This design comes from an exercise in tuning for small area on the open sky130 flow, not from production work. Function was checked by simulation only, so behaviour that the tests miss may differ from the original.

==> job 6629: inputs <==
// inp_handler
module inp_handler(SW, GPIO_0, HEX0, HEX1, HEX2, HEX3, HEX4, HEX5, clk, reset, MTL2_R, MTL2_G, MTL2_B, MTL2_HSD,
MTL2_VSD);
input [3:0] SW;
input [35:0] GPIO_0;
output [6:0] HEX0;
output [6:0] HEX1;
output [6:0] HEX2;
output [6:0] HEX3;
output [6:0] HEX4;
output [6:0] HEX5;
input clk;
input reset;
output [7:0] MTL2_R;
output [7:0] MTL2_G;
output [7:0] MTL2_B;
output MTL2_HSD;
output MTL2_VSD;
wire rst = ~reset;  
reg [10:0] hpos;
reg [9:0] vd;
wire hz = (hpos == 11'd0);
wire [9:0] vinc = (vd == 10'd524) ? 10'd0 : vd + 10'd1;
wire [9:0] vpos = hz ? vinc : vd;
always @(posedge clk) begin
	if (rst) begin
		hpos <= 11'd0;
		vd <= 10'd524;
	end else begin
		hpos <= (hpos == 11'd1055) ? 11'd0 : hpos + 11'd1;
		vd <= vpos;
	end
end
assign MTL2_HSD = ~(hpos >= 11'd1010 && hpos < 11'd1033);
assign MTL2_VSD = ~(vd >= 10'd501 && vd < 10'd506);
wire display_on = (hpos <= 11'd799) && (vpos <= 10'd479);
wire [35:0] pressed;
genvar gk;
generate
	for (gk = 0; gk < 36; gk = gk + 1) begin : debounce_loop
		if (gk <= 9 || gk >= 29) begin : used
  ...
Settings: LEC_CHECK=0, CAP_MARGIN=20, CORE_MARGIN=2, CORE_UTILIZATION=40, CTS_BUF_LIST=sky130_fd_sc_hd__clkbuf_4 sky130_fd_sc_hd__clkbuf_8, SLEW_MARGIN=20, SYNTH_HIERARCHICAL=1, SYNTH_MINIMUM_KEEP_SIZE=0; clock period 80.0 ns.
standard.sh (not shown) runs the stock make flow with config.mk's settings and CLKGATE_MAP_FILE= SYNTH_SCRIPT=/design/flow/synth_recipe.tcl, a recipe that flattens the netlist after the stock synthesis.
==> flow/flow/run.sh <==
#!/bin/bash
# Layout flow: the standard layout (standard.sh) with the standard
# synthesis, changed only in two layout settings: the port buffers use the
# smallest buffer cell (the ports drive or see only light loads), and clock
# tree synthesis adds no dummy loads (the clock buffers the flow asks for are
# kept). Every other step is the standard flow's.
set -euo pipefail
here=$(pwd)
cp config.mk config_layout.mk
echo "export BUFFER_PORTS_ARGS = -buffer_cell sky130_fd_sc_hd__buf_1" >> config_layout.mk
echo "export CTS_ARGS = -sink_clustering_enable -repair_clock_nets -buf_list {sky130_fd_sc_hd__clkbuf_4 sky130_fd_sc_hd__clkbuf_8} -dont_use_dummy_load" >> config_layout.mk
sed "s#$here/config.mk#$here/config_layout.mk#g" standard.sh > standard_layout.sh
grep -q "config_layout.mk" standard_layout.sh
bash standard_layout.sh > flow.log 2>&1
==> inputs of job 4335, as changes to job 6629 <==
==> flow/run.sh (new file) <==
#!/bin/bash
# synth_recipe.tcl (not shown) runs the flow's synth.tcl, then flattens the netlist and writes it again
# the make line also repeats each setting of config.mk as NAME=value (left out here)
make -C /OpenROAD-flow-scripts/flow DESIGN_CONFIG=/design/flow/config.mk WORK_HOME=/design/flow/orfs CLKGATE_MAP_FILE= SYNTH_SCRIPT=/design/flow/synth_recipe.tcl finish
removed: flow/flow/run.sh
removed: flow/standard.sh
==> inputs of job 4993, as changes to job 6629 <==
==> flow/run.sh (new file) <==
#!/bin/bash
# synth_recipe.tcl (not shown) runs the flow's synth.tcl, then flattens the netlist and writes it again
# the make line also repeats each setting of config.mk as NAME=value (left out here)
make -C /OpenROAD-flow-scripts/flow DESIGN_CONFIG=/design/flow/config.mk WORK_HOME=/design/flow/orfs CLKGATE_MAP_FILE= SYNTH_SCRIPT=/design/flow/synth_recipe.tcl finish
Settings changed: CTS_BUF_LIST sky130_fd_sc_hd__clkbuf_4 sky130_fd_sc_hd__clkbuf_8 to sky130_fd_sc_hd__clkbuf_8, CTS_CLUSTER_DIAMETER set to 70, CTS_CLUSTER_SIZE set to 16.
removed: flow/flow/run.sh
removed: flow/standard.sh
==> notes <==
The highest first-iteration DRC count belongs to job 4993, the lowest to job 4335.
Fmax is about the same in job 4335 and job 4993.
Setup slack, highest first: job 6629, job 4335, job 4993.
Register-to-register slack, highest first: job 6629, job 4335, job 4993.
Die area is the same in job 6629 and job 4993.
In synthesized cell count, job 6629 and job 4335 do not differ.
Between job 4993 and job 4335, the lower design area is in job 4993 (gap about 0.8%, measured against job 4335).
Via count: job 4335 > job 6629 > job 4993.
==> figures <==
                                                                                                  job 4993                                 job 6629                                 job 4335
Outcome                                                                                     finished clean                           finished clean                           finished clean
Smallest setup slack after layout                                                                 40.52 ns                                 41.29 ns                                 40.54 ns
Final Wtd Congestion                                                                                 0.923                                    0.919                                    0.923
Storage cell area                                                                               6930 sq um                               6930 sq um                               6930 sq um
Grt met3 use                                                                                         5.89%                                    6.05%                                    6.09%
Count of buffers not belonging to the clock network in the layout                                      267                                      263                                      267
Slowest CP cell                                                                   sky130_fd_sc_hd__dfxtp_1                    sky130_fd_sc_hd__fa_1                 sky130_fd_sc_hd__dfxtp_1
Via count                                                                                            67800                                    68000                                    68000
Final Instance Count excl. Fillers                                                                   10700                                    10700                                    10800
Hold Crit Endpoint                                                 debounce_loop[35].used.dber.qn3$_DFF_P_  debounce_loop[34].used.dber.qn1$_DFF_P_  debounce_loop[34].used.dber.qn1$_DFF_P_
Global-route usage over all layers                                                                   27.2%                                    27.2%                                    27.2%
Rel. slew slack                                                                                      21.9%                                    21.8%                                    19.8%
Depth of the worst register-to-register path                                                            85                                       84                                       85
Final worst path period need                                                                      39.48 ns                                 38.71 ns                                 39.46 ns
Clock Pin Slew Worst Setup and Hold Paths                                                          0.10 ns                                  0.06 ns                                  0.07 ns
Area of the multi-input gates                                                                  66400 sq um                              66400 sq um                              66400 sq um

---

==> job 1008 <==
Starting RTL as in the previous note.
Design inp_handler, start of the top module:
module inp_handler(SW, GPIO_0, HEX0, HEX1, HEX2, HEX3, HEX4, HEX5, clk, reset, MTL2_R, MTL2_G, MTL2_B, MTL2_HSD,
MTL2_VSD);
input [3:0] SW;
input [35:0] GPIO_0;
output [6:0] HEX0;
output [6:0] HEX1;
output [6:0] HEX2;
output [6:0] HEX3;
output [6:0] HEX4;
output [6:0] HEX5;
input clk;
input reset;
output [7:0] MTL2_R;
output [7:0] MTL2_G;
output [7:0] MTL2_B;
output MTL2_HSD;
output MTL2_VSD;
wire rst = ~reset;  
reg [10:0] hpos;
reg [9:0] vd;
wire hz = (hpos == 11'd0);
wire [9:0] vinc = (vd == 10'd524) ? 10'd0 : vd + 10'd1;
wire [9:0] vpos = hz ? vinc : vd;
always @(posedge clk) begin
	if (rst) begin
		hpos <= 11'd0;
		vd <= 10'd524;
	end else begin
		hpos <= (hpos == 11'd1055) ? 11'd0 : hpos + 11'd1;
		vd <= vpos;
	end
end
assign MTL2_HSD = ~(hpos >= 11'd1010 && hpos < 11'd1033);
assign MTL2_VSD = ~(vd >= 10'd501 && vd < 10'd506);
wire display_on = (hpos <= 11'd799) && (vpos <= 10'd479);
wire [35:0] pressed;
genvar gk;
generate
	for (gk = 0; gk < 36; gk = gk + 1) begin : debounce_loop
		if (gk <= 9 || gk >= 29) begin : used
  ...
clock: 80.0 ns
lec_check: 0
cap_margin: 20
core_margin: 2
core_utilization: 40
cts_buf_list: sky130_fd_sc_hd__clkbuf_4 sky130_fd_sc_hd__clkbuf_8
cts_cluster_diameter: 80
cts_cluster_size: 14
slew_margin: 20
synth_hierarchical: 1
synth_minimum_keep_size: 0
run.sh (not shown) runs the stock make flow with config.mk's settings and CLKGATE_MAP_FILE= SYNTH_SCRIPT=/design/flow/synth_recipe.tcl, a recipe that flattens the netlist after the stock synthesis.
Stock flow here: none of the scripts above is used.
==> job 5294 (differences from job 1008) <==
Settings changed: CTS_CLUSTER_DIAMETER 80 to 70, CTS_CLUSTER_SIZE 14 to 11.
==> notes.md <==
| metric | job 1008 | job 5294 |
|---|---|---|
| Global routing met2 resource utilization | 0.431 | 0.432 |
| Required time of the critical path | 80.51 ns | 80.45 ns |
| # nets final | 9820 | 9830 |
| Routed length per instance | 24.7 um | 24.6 um |
| TritonCTS Buffers | 28 | 38 |
| Final-layout clock buffer total | 29 | 39 |
| Run status | no timing/DRC/antenna violations | no timing/DRC/antenna violations |
| Clock buffers and inverters, area share | 0.00535 | 0.00717 |
| First-pass GRT wire length | 412000 um | 413000 um |
| Sequential portion of the cell area | 0.0863 | 0.0861 |
| Length of routed wiring on met1 | 104000 um | 105000 um |
| Overall routed net length | 265000 um | 264000 um |

[static timing again, ports no longer ideal]
Ports are ideal in the flow. The routed layouts listed here were re-timed in OpenROAD.
Step 1: set_driving_cell puts a clkbuf_16 on clk and a buf_2 on each other input, an assumption about the parent block.
Step 2 adds t to the input delays and takes it off the output delays; t is the mean of the earliest and latest rising clock arrival at the registers after step 1. Input paths then give back, and output paths get back, about the clock's delay inside the block.
Three values: ideal, step 1, step 2; two values: the first two.
run | t, ns | setup WS [ns] | hold WS [ns] | worst register clock-pin slew, ns | cell pins on the clock port's net
job 6629 | 0.652 | 41.290 / 41.290 / 41.290 | 0.369 / 0.369 / 0.369 | 0.07 / 0.07 | 1
job 4335 | 0.676 | 40.544 / 40.544 / 40.355 | 0.374 / 0.374 / 0.374 | 0.08 / 0.08 | 1
job 4993 | 0.694 | 40.520 / 40.520 / 40.415 | 0.386 / 0.386 / 0.386 | 0.12 / 0.12 | 1
job 1008 | 0.690 | 40.634 / 40.634 / 40.362 | 0.367 / 0.367 / 0.367 | 0.12 / 0.12 | 1
job 5294 | 0.646 | 40.614 / 40.614 / 40.372 | 0.372 / 0.372 / 0.372 | 0.10 / 0.10 | 1
After both steps setup and hold are still met in every run listed. For job 1008, which loses most, drivers alone change the setup slack by 0.000 ns; drivers and shift together by -0.272 ns.
